From an optimization exercise on the open Yosys and OpenROAD flow, aimed at small area, a short achievable clock period and few clock cycles per item; shortcuts taken in it are not production practice.
At most, simulation tests tie the RTL to the original design; equivalence was not proved.
Power figures rest on the tool's default switching activity, not on a simulated workload.

== job 5659 ==
==> flow/design.v <==
module md5(
    input clk,
    input reset,
    input [0:8*8-1] input_num,
    input input_valid,
    output [0:128-1] output_hash,
    output output_valid
);
localparam [31:0] H0 = 32'h67452301;
localparam [31:0] H1 = 32'hefcdab89;
localparam [31:0] H2 = 32'h98badcfe;
localparam [31:0] H3 = 32'h10325476;
reg idle;        
reg rnd;         
reg fin;         
reg done;        
reg [6:0] i;     
reg [31:0] b, c, d, x;
reg [31:0] w0, w1;   
wire [31:0] in_w0 = {input_num[24:31], input_num[16:23], input_num[8:15], input_num[0:7]};
wire [31:0] in_w1 = {input_num[56:63], input_num[48:55], input_num[40:47], input_num[32:39]};
wire last_rnd = i[5:0] == 6'd63;
wire last_fin = i[1:0] == 2'd2;
wire idle_n = reset || (idle && !input_valid);
wire rnd_n = !reset && ((idle && input_valid) || (rnd && !last_rnd));
wire fin_n = !reset && ((rnd && last_rnd) || (fin && !last_fin));
wire done_n = !reset && (done || (fin && last_fin));
always @(posedge clk) begin
    idle <= idle_n;
    rnd <= rnd_n;
    fin <= fin_n;
    done <= done_n;
end
wire step = rnd || fin;
wire [6:0] i_next = idle ? 7'd0 : i + 7'd1;
always @(posedge clk)
    i <= i_next;
reg [3:0] fs, rc, rf;
reg [3:0] fs_n, rc_n, rf_n;
always @(*) begin
    fs_n = 4'd0;
    rc_n = 4'd0;
    rf_n = 4'd0;
    if (rnd_n) begin
        fs_n[i_next[5:4]] = 1'b1;
        rc_n[i_next[1:0]] = 1'b1;
        case ({i_next[5:4], i_next[1:0]})
            4'd0, 4'd1, 4'd2: rf_n[3] = 1'b1;
            4'd3: rf_n[2] = 1'b1;
            4'd4: rf_n[1] = 1'b1;
            4'd5, 4'd6, 4'd7: rf_n[0] = 1'b1;
            4'd8: rf_n[0] = 1'b1;
            4'd9, 4'd10: rf_n[2] = 1'b1;
            4'd11: rf_n[3] = 1'b1;
            4'd12: rf_n[2] = 1'b1;
            default: rf_n[1] = 1'b1;
        endcase
    end else if (fin_n) begin
        rc_n[0] = 1'b1;
        rf_n[0] = 1'b1;
    end
end
always @(posedge clk) begin
    fs <= fs_n;
    rc <= rc_n;
    rf <= rf_n;
end
reg [31:0] knext;
reg sel_w0, sel_w1;
always @(posedge clk) begin
    case (i_next)
        7'd0: knext <= 32'he8c7b756;
        7'd1: knext <= 32'h2420715b;
        7'd2: knext <= 32'hc1bdceee;
        7'd3: knext <= 32'hf57c0faf;
        7'd4: knext <= 32'h4787c62a;
        7'd5: knext <= 32'ha8304613;
        7'd6: knext <= 32'hfd469501;
        7'd7: knext <= 32'h698098d8;
        7'd8: knext <= 32'h8b44f7af;
        7'd9: knext <= 32'hffff5bb1;
        7'd10: knext <= 32'h895cd7be;
        7'd11: knext <= 32'h6b901122;
        7'd12: knext <= 32'hfd987193;
        7'd13: knext <= 32'ha67943ce;
        7'd14: knext <= 32'h49b40821;
        7'd15: knext <= 32'hf61e2562;
        7'd16: knext <= 32'hc040b340;
        7'd17: knext <= 32'h265e5a51;
        7'd18: knext <= 32'he9b6c7aa;
        7'd19: knext <= 32'hd62f105d;
        7'd20: knext <= 32'h02441453;
        7'd21: knext <= 32'hd8a1e681;
        7'd22: knext <= 32'he7d3fbc8;
        7'd23: knext <= 32'h21e1cde6;
        7'd24: knext <= 32'hc3370816;
        7'd25: knext <= 32'hf4d50d87;
        7'd26: knext <= 32'h455a14ed;
        7'd27: knext <= 32'ha9e3e905;
        7'd28: knext <= 32'hfcefa478;
        7'd29: knext <= 32'h676f02d9;
        7'd30: knext <= 32'h8d2a4c8a;
        7'd31: knext <= 32'hfffa3942;
        7'd32: knext <= 32'h8771f681;
        7'd33: knext <= 32'h6d9d6122;
        7'd34: knext <= 32'hfde5384c;
        7'd35: knext <= 32'ha4beea44;
        7'd36: knext <= 32'h4bdecfa9;
        7'd37: knext <= 32'hf6bb4b60;
        7'd38: knext <= 32'hbebfbc70;
        7'd39: knext <= 32'h289b7ec6;
        7'd40: knext <= 32'heaa127fa;
        7'd41: knext <= 32'hd4ef3085;
        7'd42: knext <= 32'h04881d05;
        7'd43: knext <= 32'hd9d4d039;
        7'd44: knext <= 32'he6db99e5;
        7'd45: knext <= 32'h1fa27cf8;
        7'd46: knext <= 32'hc4ac56e5;
        7'd47: knext <= 32'hf4292244;
        7'd48: knext <= 32'h432aff97;
        7'd49: knext <= 32'hab9423e7;
        7'd50: knext <= 32'hfc93a039;
        7'd51: knext <= 32'h655b59c3;
        7'd52: knext <= 32'h8f0ccc92;
        7'd53: knext <= 32'hffeff47d;
        7'd54: knext <= 32'h85845dd1;
        7'd55: knext <= 32'h6fa87e4f;
        7'd56: knext <= 32'hfe2ce6e0;
        7'd57: knext <= 32'ha3014314;
        7'd58: knext <= 32'h4e0811a1;
        7'd59: knext <= 32'hf7537e82;
        7'd60: knext <= 32'hbd3af235;
        7'd61: knext <= 32'h2ad7d33b;
        7'd62: knext <= 32'heb86d391;
        7'd63: knext <= 32'h67452301;
        7'd64: knext <= 32'h10325476;
        7'd65: knext <= 32'h98badcfe;
        7'd66: knext <= 32'hefcdab89;
        default: knext <= 32'h0;
    endcase
    sel_w0 <= i_next == 7'd18 || i_next == 7'd40 || i_next == 7'd47;
    sel_w1 <= i_next == 7'd0 || i_next == 7'd15 || i_next == 7'd35 || i_next == 7'd54;
end
wire [31:0] wnext = ({32{sel_w0}} & w0) | ({32{sel_w1}} & w1);
wire [31:0] x_a = idle ? H0 : d;
wire [31:0] x_k = idle ? 32'hd76aa478 : knext;
wire [31:0] x_m = idle ? in_w0 : wnext;
wire [31:0] x_next = x_a + x_k + x_m;
wire [31:0] f = ({32{fs[0]}} & ((b & c) | (~b & d)))
              | ({32{fs[1]}} & ((d & b) | (~d & c)))
              | ({32{fs[2]}} & (b ^ c ^ d))
              | ({32{fs[3]}} & (c ^ (b | ~d)));
wire [31:0] t = f + x;
wire [31:0] t1 = ({32{rc[0]}} & {t[27:0], t[31:28]})
               | ({32{rc[1]}} & {t[22:0], t[31:23]})
               | ({32{rc[2]}} & {t[17:0], t[31:18]})
               | ({32{rc[3]}} & {t[11:0], t[31:12]});
wire [31:0] t2 = ({32{rf[0]}} & t1)
               | ({32{rf[1]}} & {t1[30:0], t1[31]})
               | ({32{rf[2]}} & {t1[29:0], t1[31:30]})
               | ({32{rf[3]}} & {t1[28:0], t1[31:29]});
wire [31:0] bop = idle ? H1 : fin ? 32'd0 : b;
always @(posedge clk)
    b <= bop + t2;
always @(posedge clk) begin
    if (idle) begin
        c <= H2;
        d <= H3;
        w0 <= in_w0;
        w1 <= in_w1;
    end else if (step) begin
        c <= b;
        d <= c;
    end
end
always @(posedge clk) begin
    if (idle || step)
        x <= x_next;
end
wire [31:0] o0 = {d[3:0], d[31:4]};
wire [31:0] o2 = {b[3:0], b[31:4]};
wire [31:0] o3 = {c[3:0], c[31:4]};
assign output_valid = done;
assign output_hash = {o0[7:0], o0[15:8], o0[23:16], o0[31:24],
                      x[7:0], x[15:8], x[23:16], x[31:24],
                      o2[7:0], o2[15:8], o2[23:16], o2[31:24],
                      o3[7:0], o3[15:8], o3[23:16], o3[31:24]};
endmodule
export LEC_CHECK = 0
export ABC_AREA = 1
export CAP_MARGIN = 20
export CORE_MARGIN = 2
export CORE_UTILIZATION = 40
export PLACE_DENSITY = 0.6
export SETUP_SLACK_MARGIN = 4.5
export SLEW_MARGIN = 20
create_clock -name core_clock -period 10.0 [get_ports {clk}]
standard.sh (not shown) runs the stock make flow with config.mk's settings and CLKGATE_MAP_FILE= SYNTH_SCRIPT=/design/flow/synth_recipe.tcl, a recipe that flattens the netlist after the stock synthesis.
==> flow/flow/run.sh <==
#!/bin/bash
set -euo pipefail
export BUFFER_PORTS_ARGS="-buffer_cell sky130_fd_sc_hd__buf_1"
bash standard.sh > standard.log 2>&1
Testbench counts of job 5659, summed over its fixed seeds: cycles 26,872, hashes 384.
#### Input delta (job 8948 over job 5659)
- a change of SETUP_SLACK_MARGIN from 4.5 to 4.75
==> run notes <==
Clock network fraction of design power in job 8948 is 0.8 points below job 5659.
Of job 5659 and job 8948, the run reporting the higher routed wire length was job 8948.
Job 5659 and job 8948 ended up with roughly the same sequential power.
Job 8948 against job 5659: required time at the worst-slack endpoint shrank by 0.04 ns, switching component of the power shows an increase of about 2.8%.
Job 5659 vs job 8948, critical path endpoint: b[30] vs b[31]
Setup slack was lower in job 5659 than in job 8948.
Per the comparison of job 8948 with job 5659, maximum single-stage delay on the critical path saw a decrease; critical path depth saw an increase.
The library cell contributing the largest single delay on the critical path comes out dfxtp_1 in one run and ha_1 in the other, namely in job 8948 and job 5659 respectively.
Changes in job 8831 relative to job 8948:
- setting CTS_CLUSTER_SIZE to 25 for the first time
- setting CTS_CLUSTER_DIAMETER to 80 for the first time
- changing SETUP_SLACK_MARGIN from 4.75 to 5
--- outcome ---
Sequential share of layout area down 0.30 points in job 8831 wrt job 8948. Changes observed in job 8831 relative to job 8948: fraction of the core area covered by cells at the end of the flow +0.87 points; worst hold margin down 0.0036 ns. Between job 8948 and job 8831, the difference in via count of the first global-routing pass is negligible. Initial antenna violation count was lower in the run labelled job 8831.


Setup of north:
Starts from the design.v that is shown in full above.
Settings: LEC_CHECK=0, ABC_AREA=1, CAP_MARGIN=20, CORE_MARGIN=2, CORE_UTILIZATION=40, PLACE_DENSITY=0.6, SETUP_SLACK_MARGIN=4.9, SLEW_MARGIN=20; clock period 10.0 ns.
Scripts as last shown in full above: flow/flow/run.sh
Testbench counts of north, summed over its fixed seeds: cycles 26,872, hashes 384.
Modified inputs, south compared to north
# north
export LEC_CHECK = 0
export ABC_AREA = 1
export CAP_MARGIN = 20
export CORE_MARGIN = 2
export CORE_UTILIZATION = 40
export PLACE_DENSITY = 0.6
export SETUP_SLACK_MARGIN = 4.9
export SLEW_MARGIN = 20
create_clock -name core_clock -period 10.0 [get_ports {clk}]
# south
export LEC_CHECK = 0
export ABC_AREA = 1
export CAP_MARGIN = 20
export CORE_MARGIN = 2
export CORE_UTILIZATION = 40
export CTS_CLUSTER_DIAMETER = 80
export CTS_CLUSTER_SIZE = 25
export PLACE_DENSITY = 0.6
export SETUP_SLACK_MARGIN = 4.75
export SLEW_MARGIN = 20
create_clock -name core_clock -period 10.0 [get_ports {clk}]
Notes after the runs:
[south] clock period minus final worst setup slack rose 50 ps relative to north. Delta(clock share of power, south - north) < 0. north has lower combinational cell fraction of total power than south.


job 109:
Another version of the RTL of md5 (not shown whole).
For scale: ~3200 cells after synthesis, ~250 flip-flops, roughly 0.021 mm^2 of cells after synthesis.
clock: 10.0 ns
lec_check: 0
abc_area: 1
cap_margin: 20
core_margin: 2
core_utilization: 40
place_density: 0.6
setup_slack_margin: 5
slew_margin: 20
Scripts as last shown in full above: flow/flow/run.sh
Testbench counts of job 109, summed over its fixed seeds: cycles 27,256, hashes 384.
What job 6144 does differently from job 109 at the input level:
Settings: an added CTS_CLUSTER_DIAMETER of 80; an added CTS_CLUSTER_SIZE of 25.
### Flow results
Taking job 109 as the reference, in job 6144 number of enable flip-flop cells after synthesis held; post-layout instance count excluding filler cells down 0.39%; wire length the detailed router placed on met1 dropped 330 um.
Job 6144 vs. job 109: worst-skew pair later-pin latency did not really move; global-route usage saw little to no change; post-route cell area dropped about 1.2%; clock share of power down 3.7 points.
Against job 109 as the reference, job 6144 delivers a lower total power per unit cell area.
As far as non-clock inverter total of the final layout goes, job 6144 and job 109 are indistinguishable; the numbers are identical.
Job 109 reports its highest-delay cell along the critical path as sky130_fd_sc_hd__dfxtp_2 while job 6144 reports sky130_fd_sc_hd__dfxtp_4.
Higher count of clock-buffer cells in the layout among job 109 and job 6144: job 109
For job 1139, these inputs were changed with respect to job 6144:
Settings: removing CTS_CLUSTER_DIAMETER (formerly 80); removing CTS_CLUSTER_SIZE (formerly 25); changing SETUP_SLACK_MARGIN from 5 to 4.75.
--- outcome ---
- Re clock-buffer cell count: job 1139 and job 6144 aren't equal, and the higher value belongs to job 1139.
- Job 1139 vs job 6144 on power drawn by the combinational cells: job 1139 is the lower one.
- Relative to job 6144, the post-layout worst setup margin of job 1139 is lower by 0.22 ns.
- The net switching power reported for job 1139 is smaller than that of job 6144 by about 2.6%.
- Looking at number of standard cells in the final layout excluding fillers across job 1139 and job 6144, the one that comes out lower is job 1139.
- Comparing job 1139 and job 6144, transition time at the pin with the least slew margin is lower on job 6144.
- Changes observed in job 1139 relative to job 6144: part of the total power dissipated in combinational logic down 3.6 points; met1 layer usage reported by global route picked up an extra 0.49 points; routability-driven placement congestion ratio essentially unchanged.
- Job 6144 reports its cell with the largest stage delay on the worst path as sky130_fd_sc_hd__dfxtp_4 while job 1139 reports sky130_fd_sc_hd__buf_4.


Another version of the RTL of md5 (not shown whole).
Size in the first run: roughly 220 flip-flops, ~21000 sq um of cells after synthesis.
export LEC_CHECK = 0
export ABC_AREA = 1
export CAP_MARGIN = 20
export CORE_MARGIN = 2
export CORE_UTILIZATION = 40
export PLACE_DENSITY = 0.6
export SETUP_SLACK_MARGIN = 5
export SLEW_MARGIN = 20
create_clock -name core_clock -period 10.0 [get_ports {clk}]
Scripts as last shown in full above: flow/flow/run.sh
The first run completed without violations.
Testbench counts at the start, summed over its fixed seeds: cycles 26,872, hashes 384.
Rerun with:
==> flow/run.sh (new file) <==
#!/bin/bash
# synth_recipe.tcl (not shown) runs the flow's synth.tcl, then flattens the netlist and writes it again
# the make line also repeats each setting of config.mk as NAME=value (left out here)
make -C /OpenROAD-flow-scripts/flow DESIGN_CONFIG=/design/flow/config.mk WORK_HOME=/design/flow/orfs CLKGATE_MAP_FILE= SYNTH_SCRIPT=/design/flow/synth_recipe.tcl finish
- ABC_AREA: 1 -> not set
- SETUP_SLACK_MARGIN: 5 -> 4
removed: flow/flow/run.sh
removed: flow/standard.sh
What happened:
- clock-buffer cell count drops by 2
- sequential share of layout area climbs by 0.99 points
- utilization drops by 1.5 points
- hold slack improved by 7.0 ps
- power drops by 13%
- clock power drops by about 3%
- global-route usage drops by 3.0 points
Rerun with:
- ABC_AREA: not set -> 1
- CELL_PAD_IN_SITES_DETAIL_PLACEMENT: not set -> 1
- SETUP_SLACK_MARGIN: 4 -> 4.5
Effect:
- The changed run finished with timing, DRC and antenna clean
- via count increases by about a fifth
- setup slack gains 340 ps
- die area climbs by a few percent
- synthesized area rose by a few percent
- cell area rises by a few percent
- routed wire length is higher by a quarter to a third
- non-clock buffer count came out higher by 10


md5, a different RTL version from the one above (not shown whole).
Size: ~3,200 cells after synthesis, about 250 flip-flops, ~200 I/O pins, about 21,000 µm² of cells after synthesis.
## md5
module md5(
    input clk,
    input reset,
    input [0:8*8-1] input_num,
    input input_valid,
    output [0:128-1] output_hash,
    output output_valid
);
==> flow/config.mk <==
export PLATFORM = sky130hd
export DESIGN_NAME = md5
export DESIGN_NICKNAME = md5
export VERILOG_FILES = /design/flow/design.v
export SDC_FILE = /design/flow/constraint.sdc
export NUM_CORES = 4
export LEC_CHECK = 0
export ABC_AREA = 1
export CAP_MARGIN = 20
export CORE_MARGIN = 2
export CORE_UTILIZATION = 40
export PLACE_DENSITY = 0.6
export SETUP_SLACK_MARGIN = 5
export SLEW_MARGIN = 20
==> flow/constraint.sdc <==
create_clock -name core_clock -period 10.0 [get_ports {clk}]
set_input_delay 2.0000 -clock core_clock [delete_from_list [all_inputs] [get_ports {clk}]]
set_output_delay 2.0000 -clock core_clock [all_outputs]
set_load 0.01 [all_outputs]
==> flow/flow/run.sh <==
#!/bin/bash
set -euo pipefail
export BUFFER_PORTS_ARGS="-buffer_cell sky130_fd_sc_hd__buf_1"
bash standard.sh > standard.log 2>&1
The starting point ran to the end with no violations.
Next try:
Settings changed: SETUP_SLACK_MARGIN 5 to 4.75.
=>
- The new run passed the timing, design-rule and antenna checks
- fmax went down by 3.0%
- routed wire length is lower by 0.81%
- design area goes down by 3.3%
- die area does not change
- clock power stays flat
- synthesized area does not change
- total power went down by 3.8%
- setup slack gets worse by 150 ps
- hold slack improved by 14 ps
Function was not checked in any run of this note: the RTL went through the layout flow alone.

re-timing with driven ports:
How much do the figures lean on ideal ports? The routed layouts below were timed once more, with nothing changed but the port constraints. Step 1 sets driving cells, clkbuf_16 on the clock port and buf_2 on the other inputs (assumed; they add their load-dependent delay and slew). Step 2 also shifts input and output timing later by t, the mid clock arrival at the registers, as if the neighbouring blocks saw the same clock. a / b / c = no drivers / after step 1 / after step 2; a / b = the first two.
| run | t, ns | setup slack, ns | hold slack, ns | worst slew at a driven data input, ns |
|---|---|---|---|---|
| job 5659 | 0.636 | 4.786 / 4.786 / 4.763 | 0.486 / 0.486 / 0.486 | 0.05 |
| job 8948 | 0.635 | 4.996 / 4.996 / 4.733 | 0.486 / 0.486 / 0.486 | 0.05 |
| job 8831 | 0.614 | 5.105 / 5.105 / 4.814 | 0.483 / 0.483 / 0.483 | 0.05 |
| north | 0.655 | 5.043 / 5.043 / 4.831 | 0.476 / 0.476 / 0.476 | 0.05 |
| south | 0.611 | 4.992 / 4.992 / 4.805 | 0.499 / 0.499 / 0.499 | 0.05 |
| job 109 | 0.629 | 5.234 / 5.234 / 5.234 | 0.531 / 0.531 / 0.531 | 0.05 |
| job 6144 | 0.608 | 5.229 / 5.229 / 5.229 | 0.540 / 0.540 / 0.540 | 0.05 |
| job 1139 | 0.625 | 5.013 / 5.013 / 5.013 | 0.521 / 0.521 / 0.521 | 0.05 |
| the first run of note 4 | 0.651 | 4.668 / 4.668 / 4.668 | 0.480 / 0.480 / 0.480 | 0.07 |
| the second run of note 4 | 0.637 | 3.079 / 3.079 / 3.079 | 0.487 / 0.487 / 0.487 | 0.06 |
| the third run of note 4 | 0.639 | 3.416 / 3.416 / 3.416 | 0.505 / 0.505 / 0.505 | 0.07 |
| the first run of note 5 | 0.654 | 5.039 / 5.039 / 5.039 | 0.508 / 0.508 / 0.508 | 0.04 |
| the second run of note 5 | 0.655 | 4.888 / 4.888 / 4.888 | 0.523 / 0.523 / 0.523 | 0.04 |
After both steps setup and hold are still met in every run listed. The setup slack of job 8831, which loses most, moves by 0.000 ns with the drivers and by -0.291 ns with both steps.
